Context: an optimization exercise on an open-source flow, tuned for small area, a short achievable clock period and few clock cycles per item. The choices shown serve that exercise and are no tape-out recipe. Where RTL was checked, it was by simulation tests only, not by an equivalence proof against the original. Power figures rest on the tool's default switching activity, not on a simulated workload.

## pyjamask96
module pyjamask96(
    input clk,
    input reset_n,
    input load,
    input start,
    input [7:0] byte_in,
    input [7:0] byte_key_in,
    output reg valid,
    output reg [7:0] byte_out
    );
==> flow/config.mk <==
export PLATFORM = sky130hd
export DESIGN_NAME = pyjamask96
export DESIGN_NICKNAME = pyjamask96
export VERILOG_FILES = /design/flow/design.v
export SDC_FILE = /design/flow/constraint.sdc
export NUM_CORES = 4
export LEC_CHECK = 0
export CAP_MARGIN = 20
export CORE_MARGIN = 2
export CORE_UTILIZATION = 40
export PLACE_DENSITY = 0.6
export SETUP_SLACK_MARGIN = 5
export SLEW_MARGIN = 20
==> flow/constraint.sdc <==
create_clock -name core_clock -period 8.0 [get_ports {clk}]
set_input_delay 1.6000 -clock core_clock [delete_from_list [all_inputs] [get_ports {clk}]]
set_output_delay 1.6000 -clock core_clock [all_outputs]
set_load 0.01 [all_outputs]
standard.sh (not shown) runs the stock make flow with config.mk's settings and CLKGATE_MAP_FILE= SYNTH_SCRIPT=/design/flow/synth_recipe.tcl, a recipe that flattens the netlist after the stock synthesis.
==> flow/flow/run.sh <==
#!/bin/bash
set -euo pipefail
bash standard.sh SETUP_SLACK_MARGIN=5.7 finish > orfs_make.log 2>&1
Testbench counts at the start, summed over its fixed seeds: cycles 8,064, blocks 192.
==> next run, changes <==
==> flow/run.sh (new file) <==
#!/bin/bash
# synth_recipe.tcl (not shown) runs the flow's synth.tcl, then flattens the netlist and writes it again
# the make line also repeats each setting of config.mk as NAME=value (left out here)
make -C /OpenROAD-flow-scripts/flow DESIGN_CONFIG=/design/flow/config.mk WORK_HOME=/design/flow/orfs CLKGATE_MAP_FILE= SYNTH_SCRIPT=/design/flow/synth_recipe.tcl finish
removed: flow/flow/run.sh
removed: flow/standard.sh
Sequential power stays flat.
Global-route usage shrinks by 6.1 points.
Clock power shrinks by 16%.
Area after synthesis is unchanged.
First-iteration DRC count shrinks by about 34%.
Power shrinks by 7.9%.
Core utilization shrinks by 21 points.
Worst hold slack improved by 13 ps.
Cell area shrinks by 31%.
Setup slack got worse by 38 ps.
Register-to-register slack got worse by 220 ps.

== lane 1 ==
pyjamask96, a different RTL version from the one above (not shown whole).
For scale: roughly 29 I/O pins.
clock: 8.0 ns
lec_check: 0
cap_margin: 20
core_margin: 2
core_utilization: 40
place_density: 0.6
setup_slack_margin: 5
slew_margin: 20
==> flow/flow/run.sh <==
#!/bin/bash
set -euo pipefail
bash standard.sh SETUP_SLACK_MARGIN=5.4 finish > orfs_make.log 2>&1
Lane 1 completed; timing, DRC and antenna clean
--- input diff lane 1..lane 2 ---
==> flow/run.sh (new file) <==
#!/bin/bash
# synth_recipe.tcl (not shown) runs the flow's synth.tcl, then flattens the netlist and writes it again
# the make line also repeats each setting of config.mk as NAME=value (left out here)
make -C /OpenROAD-flow-scripts/flow DESIGN_CONFIG=/design/flow/config.mk WORK_HOME=/design/flow/orfs CLKGATE_MAP_FILE= SYNTH_SCRIPT=/design/flow/synth_recipe.tcl finish
removed: flow/flow/run.sh
removed: flow/standard.sh
==> run summary <==
Lane 2 ends up with lower overall routing resource usage than lane 1 does.
Highest achievable clock rate, lane 2 vs lane 1: down by a little under 10%
Relative to lane 1, the routed wirelength normalized by instance count of lane 2 is lower by 0.73 um.
Compared with lane 1, lane 2 shows total wire length that has gone down by a few percent.
Lane 2 vs lane 1 — fraction of power spent switching nets rose 1.1 points.
Total internal power: lane 2 < lane 1
Per the comparison of lane 2 with lane 1, finished layout cell area down 1300 um^2; share of the clock period used by the worst path after layout saw an increase.
No run of this note included a check of the RTL's function; only the layout flow was run.

run 1:
Another version of the RTL of pyjamask96 (not shown whole).
Size: ~2300 cells after synthesis, about 29 I/O pins, roughly 21000 sq um of cells after synthesis.
Settings: LEC_CHECK=0, CAP_MARGIN=20, CORE_MARGIN=2, CORE_UTILIZATION=40, CTS_CLUSTER_DIAMETER=80, CTS_CLUSTER_SIZE=25, PLACE_DENSITY=0.6, SETUP_SLACK_MARGIN=5, SLEW_MARGIN=20; clock period 8.0 ns.
==> flow/flow/run.sh <==
#!/bin/bash
set -euo pipefail
MARGIN=5.4
NOX3=1
PLATFORM_DONT_USE=$(sed -n '/^export DONT_USE_CELLS += \\/,/[^\\]$/p' "$FLOW_HOME/platforms/sky130hd/config.mk" | grep -o 'sky130_fd_sc_hd__[a-z0-9_]*' | tr '\n' ' ')
EXTRA=()
if [[ $NOX3 == 1 ]]; then
  EXTRA+=("DONT_USE_CELLS=$PLATFORM_DONT_USE sky130_fd_sc_hd__xor3_1 sky130_fd_sc_hd__xor3_2 sky130_fd_sc_hd__xor3_4 sky130_fd_sc_hd__xnor3_1 sky130_fd_sc_hd__xnor3_2 sky130_fd_sc_hd__xnor3_4")
fi
bash standard.sh "${EXTRA[@]}" SETUP_SLACK_MARGIN=$MARGIN finish > orfs_make.log 2>&1
Run 1: flow completed, timing, DRC and antenna clean
Testbench counts of run 1, summed over its fixed seeds: cycles 8,256, blocks 192.
The following lists how run 2 was set up differently from run 1:
# run 1
export LEC_CHECK = 0
export CAP_MARGIN = 20
export CORE_MARGIN = 2
export CORE_UTILIZATION = 40
export CTS_CLUSTER_DIAMETER = 80
export CTS_CLUSTER_SIZE = 25
export PLACE_DENSITY = 0.6
export SETUP_SLACK_MARGIN = 5
export SLEW_MARGIN = 20
create_clock -name core_clock -period 8.0 [get_ports {clk}]
# run 2
export LEC_CHECK = 0
export CAP_MARGIN = 20
export CORE_MARGIN = 2
export CORE_UTILIZATION = 40
export CTS_CLUSTER_DIAMETER = 100
export CTS_CLUSTER_SIZE = 30
export PLACE_DENSITY = 0.6
export SETUP_SLACK_MARGIN = 5
export SLEW_MARGIN = 20
create_clock -name core_clock -period 8.0 [get_ports {clk}]
diff --git a/flow/flow/run.sh b/flow/flow/run.sh
--- a/flow/flow/run.sh
+++ b/flow/flow/run.sh
@@ -9,0 +10 @@
+export POST_FLOORPLAN_TCL="$PWD/flow/upsize_ff.tcl"
==> flow/flow/upsize_ff.tcl (new file) <==
# Give every plain flip-flop the 2x drive strength: the state and key bits
# each drive five gates, and their clock-to-output delay starts every round path.
foreach inst [get_cells -filter "ref_name == sky130_fd_sc_hd__dfxtp_1"] {
  replace_cell $inst sky130_fd_sc_hd__dfxtp_2
}
Findings:
- Between run 2 and run 1, worst path buffer plus inverter count is lower for run 2, run 1 comes in above that.
- Between run 2 and run 1, it is run 2 whose clock network fraction of total power is lower, by 4.5 points.
- Run 2: fraction of met1 tracks used by global routing is 0.60 points lower than what run 1 reported.
- Relative to run 1, the wire length measured on run 2 has decreased slightly.
- Post-layout total power in run 2 is about 7% lower than in run 1
- Run 2 vs run 1, sum of met2 wire segment lengths after detailed routing went down by 500 um.
- On final period demand of the worst path, the higher figure sits with run 2, not run 1.
- Compared with run 1, run 2 shows sequential share of layout area higher by 1.3 points.
- Run 2 vs. run 1: max-slew violation count did not really move, maximum vdd ir drop fell by 0.87%, largest net degree at the start of global routing down 31.
- Per the final summary, run 2 finished and its layout is clean on timing, DRC and antenna.
#### Input delta (run 3 over run 2)
# run 2
export LEC_CHECK = 0
export CAP_MARGIN = 20
export CORE_MARGIN = 2
export CORE_UTILIZATION = 40
export CTS_CLUSTER_DIAMETER = 100
export CTS_CLUSTER_SIZE = 30
export PLACE_DENSITY = 0.6
export SETUP_SLACK_MARGIN = 5
export SLEW_MARGIN = 20
create_clock -name core_clock -period 8.0 [get_ports {clk}]
# run 3
export LEC_CHECK = 0
export CAP_MARGIN = 20
export CORE_MARGIN = 2
export CORE_UTILIZATION = 40
export CTS_CLUSTER_DIAMETER = 100
export CTS_CLUSTER_SIZE = 30
export GPL_ROUTABILITY_DRIVEN = 0
export PLACE_DENSITY = 0.75
export SETUP_SLACK_MARGIN = 5
export SLEW_MARGIN = 20
create_clock -name core_clock -period 8.0 [get_ports {clk}]
diff --git a/flow/flow/run.sh b/flow/flow/run.sh
--- a/flow/flow/run.sh
+++ b/flow/flow/run.sh
@@ -10 +9,0 @@
-export POST_FLOORPLAN_TCL="$PWD/flow/upsize_ff.tcl"
removed: flow/flow/upsize_ff.tcl
--- outcome ---
- Higher reported clock group power was reported by run 2, not run 3.
- The final reports for run 3 and run 2 show cell count lower in the former.
- Note that the post-DP HPWL recorded for run 2 amounts to 1.15 times the value seen in run 3.
- Changes observed in run 3 relative to run 2: layout overhead on the synthesized area dropped 3.4 points, total power draw shrank by 250 uW, critical path depth saw an increase.
- Run comparison: run 2 startpoint of the most critical setup path state[20]; run 3 startpoint of the most critical setup path state[15]
What run 4 does differently from run 3 at the input level:
# run 3
export LEC_CHECK = 0
export CAP_MARGIN = 20
export CORE_MARGIN = 2
export CORE_UTILIZATION = 40
export CTS_CLUSTER_DIAMETER = 100
export CTS_CLUSTER_SIZE = 30
export GPL_ROUTABILITY_DRIVEN = 0
export PLACE_DENSITY = 0.75
export SETUP_SLACK_MARGIN = 5
export SLEW_MARGIN = 20
create_clock -name core_clock -period 8.0 [get_ports {clk}]
# run 4
export LEC_CHECK = 0
export CAP_MARGIN = 20
export CORE_MARGIN = 2
export CORE_UTILIZATION = 40
export PLACE_DENSITY = 0.6
export SETUP_SLACK_MARGIN = 5
export SLEW_MARGIN = 20
create_clock -name core_clock -period 8.0 [get_ports {clk}]
## What came out
Compared to run 3, the router laid down more metal wire for run 4. Delta (run 4 minus run 3): combinational power share lower, final worst slack saw a decrease, sum of internal, switching and leakage power higher, count of instances resized after the clock tree is built now sits higher, total area of multi-input combinational cells went up 2.3%. Looking at global-route wire length before repair, run 4 sits about 13% above run 3. In the reports for run 4 and run 3, the larger total half-perimeter wirelength after legalization and detailed placement belongs to run 4. Power dissipated by switching net loads in run 4 vs run 3: up about 15%. register to output port as the class of the most critical setup path was reported by run 4, and register to register by run 3. In run 4, the global-route met1 utilization came out 6.1 points above the value in run 3.
Changes in run 5 relative to run 4:
# run 4
export LEC_CHECK = 0
export CAP_MARGIN = 20
export CORE_MARGIN = 2
export CORE_UTILIZATION = 40
export PLACE_DENSITY = 0.6
export SETUP_SLACK_MARGIN = 5
export SLEW_MARGIN = 20
create_clock -name core_clock -period 8.0 [get_ports {clk}]
# run 5
export LEC_CHECK = 0
export CAP_MARGIN = 20
export CORE_MARGIN = 2
export CORE_UTILIZATION = 40
export CTS_CLUSTER_DIAMETER = 100
export CTS_CLUSTER_SIZE = 30
export PLACE_DENSITY = 0.75
export SETUP_SLACK_MARGIN = 5
export SLEW_MARGIN = 20
export TNS_END_PERCENT = 0
create_clock -name core_clock -period 8.0 [get_ports {clk}]
### Flow results
Count of TritonRoute iterations in the first routing pass up 1 in run 5 wrt run 4
Run 4 has higher clock buffer instance count of the final layout than run 5.
[diff] minimum clock period, run 5 relative to run 4: regression
Taking run 4 as the reference, in run 5 global-route usage has decreased, combinational share of power shows an increase of 4.6 points.
Run 4 vs run 5, highest-power group: the clock network vs registers
Relative to run 4, the global-route wire length before repair measured on run 5 has decreased by a few percent.
Compared with run 4, run 5 shows clock-pin slew on the worst setup and hold paths higher by 0.06 ns.
Looking at largest stage delay on the critical path across run 5 and run 4, the one that comes out higher is run 5.

== job 8224 ==
pyjamask96 again, from the RTL that the note above started with.
==> flow/config.mk <==
export PLATFORM = sky130hd
export DESIGN_NAME = pyjamask96
export DESIGN_NICKNAME = pyjamask96
export VERILOG_FILES = /design/flow/design.v
export SDC_FILE = /design/flow/constraint.sdc
export NUM_CORES = 4
export LEC_CHECK = 0
export CAP_MARGIN = 20
export CORE_MARGIN = 2
export CORE_UTILIZATION = 40
export CTS_CLUSTER_DIAMETER = 100
export CTS_CLUSTER_SIZE = 30
export PLACE_DENSITY = 0.6
export SETUP_SLACK_MARGIN = 5
export SLEW_MARGIN = 20
==> flow/constraint.sdc <==
create_clock -name core_clock -period 8.0 [get_ports {clk}]
set_input_delay 1.6000 -clock core_clock [delete_from_list [all_inputs] [get_ports {clk}]]
set_output_delay 1.6000 -clock core_clock [all_outputs]
set_load 0.01 [all_outputs]
==> flow/flow/run.sh <==
#!/bin/bash
set -euo pipefail
MARGIN=5.4
NOX3=1
PLATFORM_DONT_USE=$(sed -n '/^export DONT_USE_CELLS += \\/,/[^\\]$/p' "$FLOW_HOME/platforms/sky130hd/config.mk" | grep -o 'sky130_fd_sc_hd__[a-z0-9_]*' | tr '\n' ' ')
EXTRA=()
if [[ $NOX3 == 1 ]]; then
  EXTRA+=("DONT_USE_CELLS=$PLATFORM_DONT_USE sky130_fd_sc_hd__xor3_1 sky130_fd_sc_hd__xor3_2 sky130_fd_sc_hd__xor3_4 sky130_fd_sc_hd__xnor3_1 sky130_fd_sc_hd__xnor3_2 sky130_fd_sc_hd__xnor3_4")
fi
bash standard.sh "${EXTRA[@]}" SETUP_SLACK_MARGIN=$MARGIN MATCH_CELL_FOOTPRINT=0 finish > orfs_make.log 2>&1
Job 8224 reached the end of the flow, and the finished layout is clean on the timing, design-rule and antenna checks.
Testbench counts of job 8224, summed over its fixed seeds: cycles 8,256, blocks 192.
Inputs modified between job 8224 and job 2147:
Settings: changing PLACE_DENSITY from 0.6 to 0.75; changing CORE_UTILIZATION from 40 to 60.
--- a/flow/flow/run.sh
+++ b/flow/flow/run.sh
@@ -8,3 +8,3 @@
   EXTRA+=("DONT_USE_CELLS=$PLATFORM_DONT_USE sky130_fd_sc_hd__xor3_1 sky130_fd_sc_hd__xor3_2 sky130_fd_sc_hd__xor3_4 sky130_fd_sc_hd__xnor3_1 sky130_fd_sc_hd__xnor3_2 sky130_fd_sc_hd__xnor3_4")
 fi
-bash standard.sh "${EXTRA[@]}" SETUP_SLACK_MARGIN=$MARGIN MATCH_CELL_FOOTPRINT=0 finish > orfs_make.log 2>&1
+bash standard.sh "${EXTRA[@]}" SETUP_SLACK_MARGIN=$MARGIN finish > orfs_make.log 2>&1
==> run summary <==
As of job 2147, layout filler cell count had fallen by more than a quarter compared to job 8224. Job 2147: met2 layer wire length in the routed design is about 11% lower than what job 8224 reported. Relative to job 8224, minimum setup slack in the final design has increased by 54 ps in job 2147. Against job 8224, total power consumption of the routed design in job 2147 came out better. The first element of the critical path comes out state[20] in one run and state[58] in the other, namely in job 8224 and job 2147 respectively. [job 2147] count of clock-net buffers in the final layout fell 6 relative to job 8224.
## Diff of input files: job 7777 against job 2147
Settings: CORE_UTILIZATION changed from 60 to 40; CAP_MARGIN changed from 20 to 0; SLEW_MARGIN changed from 20 to 0.
Findings:
Job 7777 against job 2147: total power of the final layout lost 0.89%, row count now sits higher, placed cell area up 1.4%. Compared with job 2147, job 7777 improves wire length. The lower routed length on met1 of job 2147 and job 7777 is in job 7777. Job 7777 does better than job 2147 on cell area. Any difference in sequential share of layout area between job 7777 and job 2147 is small enough to ignore. Largest fanout of any net on the critical path: job 7777 lower than job 2147. Job 7777: final worst-path setup slack is 36 ps higher than what job 2147 reported. Clock network fraction of total power (job 7777 over job 2147): decrease, 1.1 points.
--- input diff job 7777..job 9980 ---
Settings: a change of SLEW_MARGIN from 0 to 20; a change of CAP_MARGIN from 0 to 20; an added TNS_END_PERCENT of 5.
--- outcome ---
- On number of buffers inserted to repair setup after CTS: between job 7777 and job 9980, it ends up lower for job 9980.
- Met3 wire length: job 9980 vs job 7777, no meaningful difference
- Worst slack on hold paths, job 7777 and job 9980: lower on job 9980
- As far as last weighted congestion value of the routability-driven placer is concerned, job 9980 and job 7777 perform about the same.
- Number of synthesized flops with an enable pin across job 7777 and job 9980: no real change.
- The final reports for job 9980 and job 7777 show number of antenna violations at the first check in global routing higher in the former.
- For global-route total usage across every layer, job 9980 and job 7777 come out practically identical.
- Looking at job 7777 and job 9980, the share of total power consumed by net switching is a wash.
> inputs changed (job 9980 -> job 7979)
Settings: clearing TNS_END_PERCENT, which used to be 5; putting GPL_ROUTABILITY_DRIVEN at 0 where nothing was set.
--- a/flow/flow/run.sh
+++ b/flow/flow/run.sh
@@ -1,5 +1,5 @@
 #!/bin/bash
 set -euo pipefail
-MARGIN=5.4
+MARGIN=5.45
 NOX3=1
 PLATFORM_DONT_USE=$(sed -n '/^export DONT_USE_CELLS += \\/,/[^\\]$/p' "$FLOW_HOME/platforms/sky130hd/config.mk" | grep -o 'sky130_fd_sc_hd__[a-z0-9_]*' | tr '\n' ' ')
[summary]
Every run (job 9980 and job 7979) finished clean.
The total power density per cell area of job 7979 is lower than that of job 9980.
Total power: job 7979 below job 9980
Antenna diode count: job 7979 vs job 9980 up 3
Job 7979 vs job 9980: worst setup slack before clock tree synthesis up in job 7979
Job 9980 and job 7979 ended up with roughly the same sequential cell area.
Job 7979 against job 9980: worst setup slack saw an increase; detailed route wirelength on metal2 saw a decrease; sequential logic power saw little to no change.
Between job 9980 and job 7979, the global-route usage is higher for job 9980.
Delta (job 7979 minus job 9980): register-to-register slack rose 70 ps; utilization rose 1.4 points.
What job 3004 does differently from job 7979 at the input level:
Settings: changing PLACE_DENSITY from 0.75 to 0.6; removing GPL_ROUTABILITY_DRIVEN (formerly 0).
--- a/flow/flow/run.sh
+++ b/flow/flow/run.sh
@@ -1,5 +1,5 @@
 #!/bin/bash
 set -euo pipefail
-MARGIN=5.45
+MARGIN=5.6
 NOX3=1
 PLATFORM_DONT_USE=$(sed -n '/^export DONT_USE_CELLS += \\/,/[^\\]$/p' "$FLOW_HOME/platforms/sky130hd/config.mk" | grep -o 'sky130_fd_sc_hd__[a-z0-9_]*' | tr '\n' ' ')
Results
Of the two candidates, job 7979 has the better total power and job 3004 the worse one. A highest routed metal layer of met5 is what job 7979 shows, while met4 belongs to job 3004. Job 7979 → job 3004: normalized max-slew margin increased by 1.6 points relative to the old numbers, number of remaining DRC errors closely matched the old numbers.

separate check: timing with driven ports:
How much do the figures lean on ideal ports? The routed layouts below were timed once more, with nothing changed but the port constraints.
Step 1: set_driving_cell puts a clkbuf_16 on clk and a buf_2 on each other input, an assumption about the parent block.
Step 2 moves the port delays by t, midway between the first and last clock arrival at a register: inputs arrive t later, outputs are due t later. That takes back most of the time a late clock gives input paths.
Three values: ideal ports, drivers, drivers and shift; two values: the first two.
run | t, ns | setup WS [ns] | latest minus earliest clock arrival (ns)
the first run of note 1 | 0.649 | 4.970 / 4.983 / 4.334 | 0.026 / 0.025
the second run of note 1 | 0.626 | 4.932 / 4.932 / 4.701 | 0.021 / 0.022
lane 1 | 0.637 | 5.288 / 5.235 / 4.880 | 0.035 / 0.035
lane 2 | 0.655 | 5.032 / 5.019 / 4.445 | 0.035 / 0.035
run 1 | 0.616 | 5.340 / 5.287 / 5.051 | 0.033 / 0.034
run 2 | 0.590 | 5.324 / 5.302 / 5.077 | 0.055 / 0.054
run 3 | 0.568 | 5.349 / 5.298 / 5.108 | 0.052 / 0.052
run 4 | 0.663 | 5.316 / 5.260 / 5.053 | 0.019 / 0.019
run 5 | 0.580 | 5.216 / 5.216 / 5.029 | 0.024 / 0.024
job 8224 | 0.583 | 5.265 / 5.265 / 5.028 | 0.037 / 0.037
job 2147 | 0.586 | 5.319 / 5.307 / 5.055 | 0.020 / 0.020
job 7777 | 0.583 | 5.355 / 5.297 / 5.032 | 0.023 / 0.023
job 9980 | 0.583 | 5.222 / 5.222 / 5.032 | 0.023 / 0.023
job 7979 | 0.570 | 5.289 / 5.289 / 5.101 | 0.057 / 0.058
job 3004 | 0.581 | 5.403 / 5.346 / 5.157 | 0.038 / 0.037
After both steps setup and hold are still met in every run listed. The setup slack of the first run of note 1, which loses most, moves by +0.013 ns with the drivers and by -0.636 ns with both steps.
